This design comes from an exercise in tuning for small area on the open sky130 flow, not from production work. Where RTL was checked, it was by simulation tests only, not by an equivalence proof against the original. Power figures rest on the tool's default switching activity, not on a simulated workload.

==> run a <==
## coretest
module coretest(
                input wire           clk,
                input wire           reset_n,
                input wire           rx_syn,
                input wire [7 : 0]   rx_data,
                output wire          rx_ack,
                output wire          tx_syn,
                output wire [7 : 0]  tx_data,
                input wire           tx_ack,
                output wire          core_reset_n,
                output wire          core_cs,
                output wire          core_we,
                output wire [15 : 0] core_address,
                output wire [31 : 0] core_write_data,
                input wire  [31 : 0] core_read_data,
                input wire           core_error
               );
  localparam [1 : 0] C_UNK = 2'b00;
  localparam [1 : 0] C_RST = 2'b01;
  localparam [1 : 0] C_RD  = 2'b10;
  localparam [1 : 0] C_WR  = 2'b11;
  localparam [4 : 0] S_IDLE  = 5'd0;
  localparam [4 : 0] S_CMD   = 5'd1;
  localparam [4 : 0] S_PARSE = 5'd2;
  localparam [4 : 0] S_A0    = 5'd3;
  localparam [4 : 0] S_A1    = 5'd4;
  localparam [4 : 0] S_D0    = 5'd5;
  localparam [4 : 0] S_D1    = 5'd6;
  localparam [4 : 0] S_D2    = 5'd7;
  localparam [4 : 0] S_D3    = 5'd8;
  localparam [4 : 0] S_EOC   = 5'd9;
  localparam [4 : 0] S_X0    = 5'd10;
  localparam [4 : 0] S_X1    = 5'd11;
  localparam [4 : 0] S_X2    = 5'd12;
  localparam [4 : 0] S_PRE   = 5'd13;
  localparam [4 : 0] S_SEND0 = 5'd14;
  localparam [4 : 0] S_SEND1 = 5'd15;
  localparam [4 : 0] S_SYN   = 5'd16;
  localparam [4 : 0] S_NOACK = 5'd17;
  localparam [4 : 0] S_NEXT  = 5'd18;
  localparam [4 : 0] S_SENT  = 5'd19;
  localparam [4 : 0] S_DONE  = 5'd20;
  reg           rx_syn_reg;
  reg           tx_ack_reg;
  reg           rx_wr_reg;       
  reg           rx_ack_reg;      
  reg [3 : 0]   rx_ctr_reg;      
  reg [119 : 0] rx_fifo_reg;     
  ...
make LEC_CHECK=0 CAP_MARGIN=20 CORE_MARGIN=2 CORE_UTILIZATION=40 SLEW_MARGIN=20 finish   # period 5.0 ns
run.sh (not shown) runs the stock make flow with config.mk's settings and CLKGATE_MAP_FILE= SYNTH_SCRIPT=/design/flow/synth_recipe.tcl, a recipe that flattens the netlist after the stock synthesis.
==> run b (differences from run a) <==
--- a/flow/design.v
+++ b/flow/design.v
@@ -14,58 +14,57 @@
                 output wire [31 : 0] core_write_data,
                 input wire  [31 : 0] core_read_data,
                 input wire           core_error
                );
   localparam [1 : 0] C_UNK = 2'b00;
   localparam [1 : 0] C_RST = 2'b01;
   localparam [1 : 0] C_RD  = 2'b10;
   localparam [1 : 0] C_WR  = 2'b11;
-  localparam [4 : 0] S_IDLE  = 5'd0;
-  localparam [4 : 0] S_CMD   = 5'd1;
-  localparam [4 : 0] S_PARSE = 5'd2;
-  localparam [4 : 0] S_A0    = 5'd3;
-  localparam [4 : 0] S_A1    = 5'd4;
-  localparam [4 : 0] S_D0    = 5'd5;
-  localparam [4 : 0] S_D1    = 5'd6;
-  localparam [4 : 0] S_D2    = 5'd7;
-  localparam [4 : 0] S_D3    = 5'd8;
-  localparam [4 : 0] S_EOC   = 5'd9;
-  localparam [4 : 0] S_X0    = 5'd10;
-  localparam [4 : 0] S_X1    = 5'd11;
-  localparam [4 : 0] S_X2    = 5'd12;
-  localparam [4 : 0] S_PRE   = 5'd13;
-  localparam [4 : 0] S_SEND0 = 5'd14;
-  localparam [4 : 0] S_SEND1 = 5'd15;
-  localparam [4 : 0] S_SYN   = 5'd16;
-  localparam [4 : 0] S_NOACK = 5'd17;
-  localparam [4 : 0] S_NEXT  = 5'd18;
-  localparam [4 : 0] S_SENT  = 5'd19;
-  localparam [4 : 0] S_DONE  = 5'd20;
+  localparam [3 : 0] S_IDLE  = 4'd0;
+  localparam [3 : 0] S_CMD   = 4'd1;
+  localparam [3 : 0] S_PARSE = 4'd2;
+  localparam [3 : 0] S_GET   = 4'd3;
+  localparam [3 : 0] S_EOC   = 4'd4;
+  localparam [3 : 0] S_X0    = 4'd5;
+  localparam [3 : 0] S_X1    = 4'd6;
+  localparam [3 : 0] S_X2    = 4'd7;
+  localparam [3 : 0] S_PRE   = 4'd8;
+  localparam [3 : 0] S_SEND0 = 4'd9;
+  localparam [3 : 0] S_SEND1 = 4'd10;
+  localparam [3 : 0] S_SYN   = 4'd11;
+  localparam [3 : 0] S_NOACK = 4'd12;
+  localparam [3 : 0] S_NEXT  = 4'd13;
+  localparam [3 : 0] S_SENT  = 4'd14;
+  localparam [3 : 0] S_DONE  = 4'd15;
   reg           rx_syn_reg;
   reg           tx_ack_reg;
   reg           rx_wr_reg;       
   reg           rx_ack_reg;      
   reg [3 : 0]   rx_ctr_reg;      
   reg [119 : 0] rx_fifo_reg;     
-  reg [4 : 0]   st_reg;
+  reg [3 : 0]   st_reg;
   reg [1 : 0]   cls_reg;
   reg           err_reg;
   reg [3 : 0]   ptr_reg;
   reg [15 : 0]  addr_reg;
   reg [31 : 0]  data_reg;
   wire          empty   = (rx_ctr_reg == 4'h0);
   wire          full    = (rx_ctr_reg == 4'hf);
-  wire [127 : 0] fifo_ext = {rx_fifo_reg, 8'h00};
-  wire [7 : 0]  rx_byte = fifo_ext[{rx_ctr_reg, 3'b000} +: 8];
+  reg  [7 : 0]  rx_byte;
+  integer       ri;
+  always @*
+    begin : rx_read
+      rx_byte = 8'h00;
+      for (ri = 1 ; ri < 16 ; ri = ri + 1)
+        rx_byte = rx_byte | (rx_fifo_reg[8 * ri - 1 -: 8] & {8{rx_ctr_reg == ri}});
+    end
   wire          get_st  = (st_reg == S_IDLE) || (st_reg == S_CMD) ||
-                          (st_reg == S_A0)   || (st_reg == S_A1)  ||
-                          (st_reg == S_D0)   || (st_reg == S_D1)  ||
-                          (st_reg == S_D2)   || (st_reg == S_D3)  ||
-                          (st_reg == S_EOC);
+                          (st_reg == S_GET)  || (st_reg == S_EOC);
+  wire          get_end = (ptr_reg == 4'h5) || ((ptr_reg == 4'h1) && !cls_reg[0]);
   wire          consume = get_st && !empty;
   wire          access  = (st_reg == S_X1) || (st_reg == S_X2);
   reg  [3 : 0]  len;
   reg  [7 : 0]  type_byte;
   always @*
     begin
       if (cls_reg == C_UNK)
         begin
@@ -127,31 +126,27 @@
         begin
           rx_syn_reg <= rx_syn;
           rx_wr_reg  <= !rx_wr_reg && !rx_ack_reg && rx_syn_reg && !full;
           rx_ack_reg <= rx_wr_reg || (rx_ack_reg && rx_syn_reg);
           if (rx_wr_reg && !consume)
             rx_ctr_reg <= rx_ctr_reg + 1'b1;
           else if (consume && !rx_wr_reg)
             rx_ctr_reg <= rx_ctr_reg - 1'b1;
-          if ((st_reg == S_NEXT) && !last)
+          if (((st_reg == S_NEXT) && !last) ||
+              ((st_reg == S_GET) && !empty && !get_end))
             ptr_reg <= ptr_reg + 1'b1;
-          else if (st_reg == S_DONE)
+          else if ((st_reg == S_DONE) || ((st_reg == S_GET) && !empty))
             ptr_reg <= 4'h0;
           case (st_reg)
             S_IDLE:  if (!empty && (rx_byte == 8'h55)) st_reg <= S_CMD;
             S_CMD:   if (!empty) st_reg <= S_PARSE;
             S_PARSE: st_reg <= (cls_reg == C_UNK) ? S_PRE :
-                               (cls_reg == C_RST) ? S_EOC : S_A0;
-            S_A0:    if (!empty) st_reg <= S_A1;
-            S_A1:    if (!empty) st_reg <= (cls_reg == C_WR) ? S_D0 : S_EOC;
-            S_D0:    if (!empty) st_reg <= S_D1;
-            S_D1:    if (!empty) st_reg <= S_D2;
-            S_D2:    if (!empty) st_reg <= S_D3;
-            S_D3:    if (!empty) st_reg <= S_EOC;
+                               (cls_reg == C_RST) ? S_EOC : S_GET;
+            S_GET:   if (!empty && get_end) st_reg <= S_EOC;
             S_EOC:   if (!empty) st_reg <= (rx_byte == 8'haa) ? S_X0 : S_PRE;
             S_X0:    st_reg <= S_X1;
             S_X1:    st_reg <= S_X2;
             S_X2:    st_reg <= S_SEND0;
             S_PRE:   st_reg <= S_SEND0;
             S_SEND0: st_reg <= S_SEND1;
             S_SEND1: st_reg <= S_SYN;
             S_SYN:   if (tx_ack_reg) st_reg <= S_NOACK;
@@ -174,20 +169,19 @@
             cls_reg <= {rx_byte[4], rx_byte[0]};
           else
             cls_reg <= C_UNK;
         end
       if ((st_reg == S_EOC) && !empty)
         err_reg <= (rx_byte != 8'haa);
       else if ((st_reg == S_X1) && cls_reg[1])
         err_reg <= core_error;
-      if ((((st_reg == S_CMD) || (st_reg == S_A0) || (st_reg == S_A1)) && !empty) ||
+      if ((((st_reg == S_CMD) || ((st_reg == S_GET) && (ptr_reg[3 : 1] == 3'h0))) && !empty) ||
           (st_reg == S_PARSE))
         addr_reg <= {addr_reg[7 : 0], rx_byte};
       else if (tx_shift)
         addr_reg <= {addr_reg[7 : 0], data_reg[31 : 24]};
-      if ((((st_reg == S_D0) || (st_reg == S_D1) || (st_reg == S_D2) ||
-            (st_reg == S_D3)) && !empty) || tx_shift)
+      if (((st_reg == S_GET) && (ptr_reg[3 : 1] != 3'h0) && !empty) || tx_shift)
         data_reg <= {data_reg[23 : 0], rx_byte};
       else if ((st_reg == S_X1) && (cls_reg == C_RD))
         data_reg <= core_read_data;
     end
 endmodule  
==> flow/flow/run.sh (new file) <==
#!/bin/bash
# Layout with the standard.sh (ORFS: floorplan, power grid, tap cells,
# placement, CTS, routing as standard), changed in how the cells are made:
#  - synthesis: the standard synthesis script, but ABC maps for area
#    (flow/area.abc) and Yosys maps no half/full adder cells, so ABC
#    optimises that logic too; the registers are the same as the standard
#    synthesis's;
#  - port buffers use the smallest buffer cell (every port still gets one);
#  - clock tree synthesis uses clkbuf_8 and no dummy loads;
#  - power recovery downsizes cells on paths with positive slack.
# make's output goes to standard_flow.log; ORFS keeps each step's log
# under orfs/logs.
set -euo pipefail
here=$(pwd)
export MY_ABC_SCRIPT="$here/flow/area.abc"
bash standard.sh \
  "SYNTH_SCRIPT=$here/flow/synth_area.tcl" \
  "ADDER_MAP_FILE=" \
  "RECOVER_POWER=100" \
  "BUFFER_PORTS_ARGS=-buffer_cell sky130_fd_sc_hd__buf_1" \
  "CTS_ARGS=-sink_clustering_enable -repair_clock_nets -dont_use_dummy_load -buf_list sky130_fd_sc_hd__clkbuf_8" \
  finish > standard_flow.log 2>&1
==> flow/flow/area.abc (new file) <==
&get -n
&st
&dch
&nf -R 1000 -p -F 8 -A 4 -a
&put
topo
dnsize -c
==> flow/flow/synth_area.tcl (new file) <==
# synth_recipe.tcl (the standard synthesis: synth without the fsm and share
# passes, ORFS's synth.tcl, then flatten and rename), except that ABC maps
# the combinational logic with the area-oriented script named by
# MY_ABC_SCRIPT instead of ORFS's speed script. Registers are mapped by
# dfflibmap before ABC runs, so they are the standard synthesis's.
proc synth {args} { yosys synth -nofsm -noshare {*}$args }
proc _abc_override {name1 name2 op} {
  upvar #0 abc_args a
  set i [lsearch -exact $a -script]
  if {$i >= 0} { lset a [expr {$i + 1}] $::env(MY_ABC_SCRIPT) }
}
trace add variable ::abc_args write _abc_override
source $::env(SCRIPTS_DIR)/synth.tcl
# left out here: clear keep_hierarchy, flatten, clean up, hide names made inside functions, write 1_2_yosys.v
==> flow/standard.sh (new file) <==
#!/bin/bash
# synth_recipe.tcl (not shown) runs the flow's synth.tcl, then flattens the netlist and writes it again
# the make line also repeats each setting of config.mk as NAME=value (left out here)
make -C /OpenROAD-flow-scripts/flow DESIGN_CONFIG=/design/flow/config.mk WORK_HOME=/design/flow/orfs CLKGATE_MAP_FILE= SYNTH_SCRIPT=/design/flow/synth_recipe.tcl "${@:-finish}"
removed: flow/run.sh
==> run c (differences from run a) <==
--- a/flow/design.v
+++ b/flow/design.v
@@ -14,58 +14,51 @@
                 output wire [31 : 0] core_write_data,
                 input wire  [31 : 0] core_read_data,
                 input wire           core_error
                );
   localparam [1 : 0] C_UNK = 2'b00;
   localparam [1 : 0] C_RST = 2'b01;
   localparam [1 : 0] C_RD  = 2'b10;
   localparam [1 : 0] C_WR  = 2'b11;
-  localparam [4 : 0] S_IDLE  = 5'd0;
-  localparam [4 : 0] S_CMD   = 5'd1;
-  localparam [4 : 0] S_PARSE = 5'd2;
-  localparam [4 : 0] S_A0    = 5'd3;
-  localparam [4 : 0] S_A1    = 5'd4;
-  localparam [4 : 0] S_D0    = 5'd5;
-  localparam [4 : 0] S_D1    = 5'd6;
-  localparam [4 : 0] S_D2    = 5'd7;
-  localparam [4 : 0] S_D3    = 5'd8;
-  localparam [4 : 0] S_EOC   = 5'd9;
-  localparam [4 : 0] S_X0    = 5'd10;
-  localparam [4 : 0] S_X1    = 5'd11;
-  localparam [4 : 0] S_X2    = 5'd12;
-  localparam [4 : 0] S_PRE   = 5'd13;
-  localparam [4 : 0] S_SEND0 = 5'd14;
-  localparam [4 : 0] S_SEND1 = 5'd15;
-  localparam [4 : 0] S_SYN   = 5'd16;
-  localparam [4 : 0] S_NOACK = 5'd17;
-  localparam [4 : 0] S_NEXT  = 5'd18;
-  localparam [4 : 0] S_SENT  = 5'd19;
-  localparam [4 : 0] S_DONE  = 5'd20;
+  localparam [3 : 0] S_IDLE  = 4'd0;
+  localparam [3 : 0] S_CMD   = 4'd1;
+  localparam [3 : 0] S_PARSE = 4'd2;
+  localparam [3 : 0] S_GET   = 4'd3;
+  localparam [3 : 0] S_EOC   = 4'd4;
+  localparam [3 : 0] S_X0    = 4'd5;
+  localparam [3 : 0] S_X1    = 4'd6;
+  localparam [3 : 0] S_X2    = 4'd7;
+  localparam [3 : 0] S_PRE   = 4'd8;
+  localparam [3 : 0] S_SEND0 = 4'd9;
+  localparam [3 : 0] S_SEND1 = 4'd10;
+  localparam [3 : 0] S_SYN   = 4'd11;
+  localparam [3 : 0] S_NOACK = 4'd12;
+  localparam [3 : 0] S_NEXT  = 4'd13;
+  localparam [3 : 0] S_SENT  = 4'd14;
+  localparam [3 : 0] S_DONE  = 4'd15;
   reg           rx_syn_reg;
   reg           tx_ack_reg;
   reg           rx_wr_reg;       
   reg           rx_ack_reg;      
   reg [3 : 0]   rx_ctr_reg;      
   reg [119 : 0] rx_fifo_reg;     
-  reg [4 : 0]   st_reg;
+  reg [3 : 0]   st_reg;
   reg [1 : 0]   cls_reg;
   reg           err_reg;
   reg [3 : 0]   ptr_reg;
   reg [15 : 0]  addr_reg;
   reg [31 : 0]  data_reg;
   wire          empty   = (rx_ctr_reg == 4'h0);
   wire          full    = (rx_ctr_reg == 4'hf);
   wire [127 : 0] fifo_ext = {rx_fifo_reg, 8'h00};
   wire [7 : 0]  rx_byte = fifo_ext[{rx_ctr_reg, 3'b000} +: 8];
   wire          get_st  = (st_reg == S_IDLE) || (st_reg == S_CMD) ||
-                          (st_reg == S_A0)   || (st_reg == S_A1)  ||
-                          (st_reg == S_D0)   || (st_reg == S_D1)  ||
-                          (st_reg == S_D2)   || (st_reg == S_D3)  ||
-                          (st_reg == S_EOC);
+                          (st_reg == S_GET)  || (st_reg == S_EOC);
+  wire          get_end = (ptr_reg == 4'h5) || ((ptr_reg == 4'h1) && !cls_reg[0]);
   wire          consume = get_st && !empty;
   wire          access  = (st_reg == S_X1) || (st_reg == S_X2);
   reg  [3 : 0]  len;
   reg  [7 : 0]  type_byte;
   always @*
     begin
       if (cls_reg == C_UNK)
         begin
@@ -127,31 +120,27 @@
         begin
           rx_syn_reg <= rx_syn;
           rx_wr_reg  <= !rx_wr_reg && !rx_ack_reg && rx_syn_reg && !full;
           rx_ack_reg <= rx_wr_reg || (rx_ack_reg && rx_syn_reg);
           if (rx_wr_reg && !consume)
             rx_ctr_reg <= rx_ctr_reg + 1'b1;
           else if (consume && !rx_wr_reg)
             rx_ctr_reg <= rx_ctr_reg - 1'b1;
-          if ((st_reg == S_NEXT) && !last)
+          if (((st_reg == S_NEXT) && !last) ||
+              ((st_reg == S_GET) && !empty && !get_end))
             ptr_reg <= ptr_reg + 1'b1;
-          else if (st_reg == S_DONE)
+          else if ((st_reg == S_DONE) || ((st_reg == S_GET) && !empty))
             ptr_reg <= 4'h0;
           case (st_reg)
             S_IDLE:  if (!empty && (rx_byte == 8'h55)) st_reg <= S_CMD;
             S_CMD:   if (!empty) st_reg <= S_PARSE;
             S_PARSE: st_reg <= (cls_reg == C_UNK) ? S_PRE :
-                               (cls_reg == C_RST) ? S_EOC : S_A0;
-            S_A0:    if (!empty) st_reg <= S_A1;
-            S_A1:    if (!empty) st_reg <= (cls_reg == C_WR) ? S_D0 : S_EOC;
-            S_D0:    if (!empty) st_reg <= S_D1;
-            S_D1:    if (!empty) st_reg <= S_D2;
-            S_D2:    if (!empty) st_reg <= S_D3;
-            S_D3:    if (!empty) st_reg <= S_EOC;
+                               (cls_reg == C_RST) ? S_EOC : S_GET;
+            S_GET:   if (!empty && get_end) st_reg <= S_EOC;
             S_EOC:   if (!empty) st_reg <= (rx_byte == 8'haa) ? S_X0 : S_PRE;
             S_X0:    st_reg <= S_X1;
             S_X1:    st_reg <= S_X2;
             S_X2:    st_reg <= S_SEND0;
             S_PRE:   st_reg <= S_SEND0;
             S_SEND0: st_reg <= S_SEND1;
             S_SEND1: st_reg <= S_SYN;
             S_SYN:   if (tx_ack_reg) st_reg <= S_NOACK;
@@ -174,20 +163,19 @@
             cls_reg <= {rx_byte[4], rx_byte[0]};
           else
             cls_reg <= C_UNK;
         end
       if ((st_reg == S_EOC) && !empty)
         err_reg <= (rx_byte != 8'haa);
       else if ((st_reg == S_X1) && cls_reg[1])
         err_reg <= core_error;
-      if ((((st_reg == S_CMD) || (st_reg == S_A0) || (st_reg == S_A1)) && !empty) ||
+      if ((((st_reg == S_CMD) || ((st_reg == S_GET) && (ptr_reg[3 : 1] == 3'h0))) && !empty) ||
           (st_reg == S_PARSE))
         addr_reg <= {addr_reg[7 : 0], rx_byte};
       else if (tx_shift)
         addr_reg <= {addr_reg[7 : 0], data_reg[31 : 24]};
-      if ((((st_reg == S_D0) || (st_reg == S_D1) || (st_reg == S_D2) ||
-            (st_reg == S_D3)) && !empty) || tx_shift)
+      if (((st_reg == S_GET) && (ptr_reg[3 : 1] != 3'h0) && !empty) || tx_shift)
         data_reg <= {data_reg[23 : 0], rx_byte};
       else if ((st_reg == S_X1) && (cls_reg == C_RD))
         data_reg <= core_read_data;
     end
 endmodule  
==> flow/flow/run.sh (new file) <==
#!/bin/bash
# Standard ORFS layout (the standard.sh: unchanged synthesis, floorplan,
# power grid and tap cells), with two changes to how the layout is built:
#  - port buffers use the smallest buffer cell (every port still gets one);
#  - clock tree synthesis uses clkbuf_8 buffers and no dummy loads.
# The make output goes to standard_flow.log; ORFS keeps each step's log
# under orfs/logs.
set -euo pipefail
bash standard.sh \
  "BUFFER_PORTS_ARGS=-buffer_cell sky130_fd_sc_hd__buf_1" \
  "CTS_ARGS=-sink_clustering_enable -repair_clock_nets -dont_use_dummy_load -buf_list sky130_fd_sc_hd__clkbuf_8" \
  finish > standard_flow.log 2>&1
==> flow/standard.sh (new file) <==
#!/bin/bash
# synth_recipe.tcl (not shown) runs the flow's synth.tcl, then flattens the netlist and writes it again
# the make line also repeats each setting of config.mk as NAME=value (left out here)
make -C /OpenROAD-flow-scripts/flow DESIGN_CONFIG=/design/flow/config.mk WORK_HOME=/design/flow/orfs CLKGATE_MAP_FILE= SYNTH_SCRIPT=/design/flow/synth_recipe.tcl "${@:-finish}"
removed: flow/run.sh
==> qor summary <==
Clock Latency Late Sink: run c 0.46 ns; run b 0.46 ns; run a 0.43 ns
Rel. slew slack: run c 0.2817; run b -0.2569; run a 0.3398
CTS Root Buffer Type: run c clkbuf_8; run b clkbuf_8; run a clkbuf_16
Adder and majority cell fraction of the synthesized area: run c 0.02224; run b 0; run a 0.01883
Count of clock tree sinks: run c 187; run b 187; run a 188
Maximum clock rate: run c 240.8 MHz; run b 244.1 MHz; run a 250.3 MHz
Result of the run: run c complete, no violations; run b finished with violations; run a complete, no violations
Reasons for failing layout checks: run c -; run b max-capacitance violations, max-slew violations; run a -
Starting Density: run c 0.4073; run b 0.4096; run a 0.4110
P per Cell Area: run c 605.3 nW/um2; run b 584.3 nW/um2; run a 656.0 nW/um2
Routability Congestion: run c 0.8275; run b 0.8517; run a 0.8481
WP depth: run c 8; run b 10; run a 7
Placement Rows: run c 52; run b 49; run a 52
Synth Cell Area: run c 8215 um2; run b 7408 um2; run a 8371 um2
Total net switching power: run c 2.027 mW; run b 1.820 mW; run a 2.382 mW
Wire length on met2: run c 7.976 mm; run b 8.258 mm; run a 8.918 mm
The RTL of run a was laid out without a check of its function.

[port drivers added, routing unchanged]
Ports are ideal in the flow. The routed layouts listed here were re-timed in OpenROAD. Step 1: set_driving_cell puts a clkbuf_16 on clk and a buf_2 on each other input, an assumption about the parent block. Step 2 adds t to the input delays and takes it off the output delays; t is the mean of the earliest and latest rising clock arrival at the registers after step 1. Input paths then give back, and output paths get back, about the clock's delay inside the block. a / b / c = no drivers / after step 1 / after step 2; a / b = the first two.
| run | t, ns | setup WS [ns] | clock arrival spread, ns |
|---|---|---|---|
| run a | 0.472 | 1.004 / 0.961 / 1.433 | 0.012 / 0.012 |
| run b | 0.480 | 0.903 / 0.878 / 0.903 | 0.036 / 0.035 |
| run c | 0.482 | 0.847 / 0.810 / 1.292 | 0.023 / 0.023 |
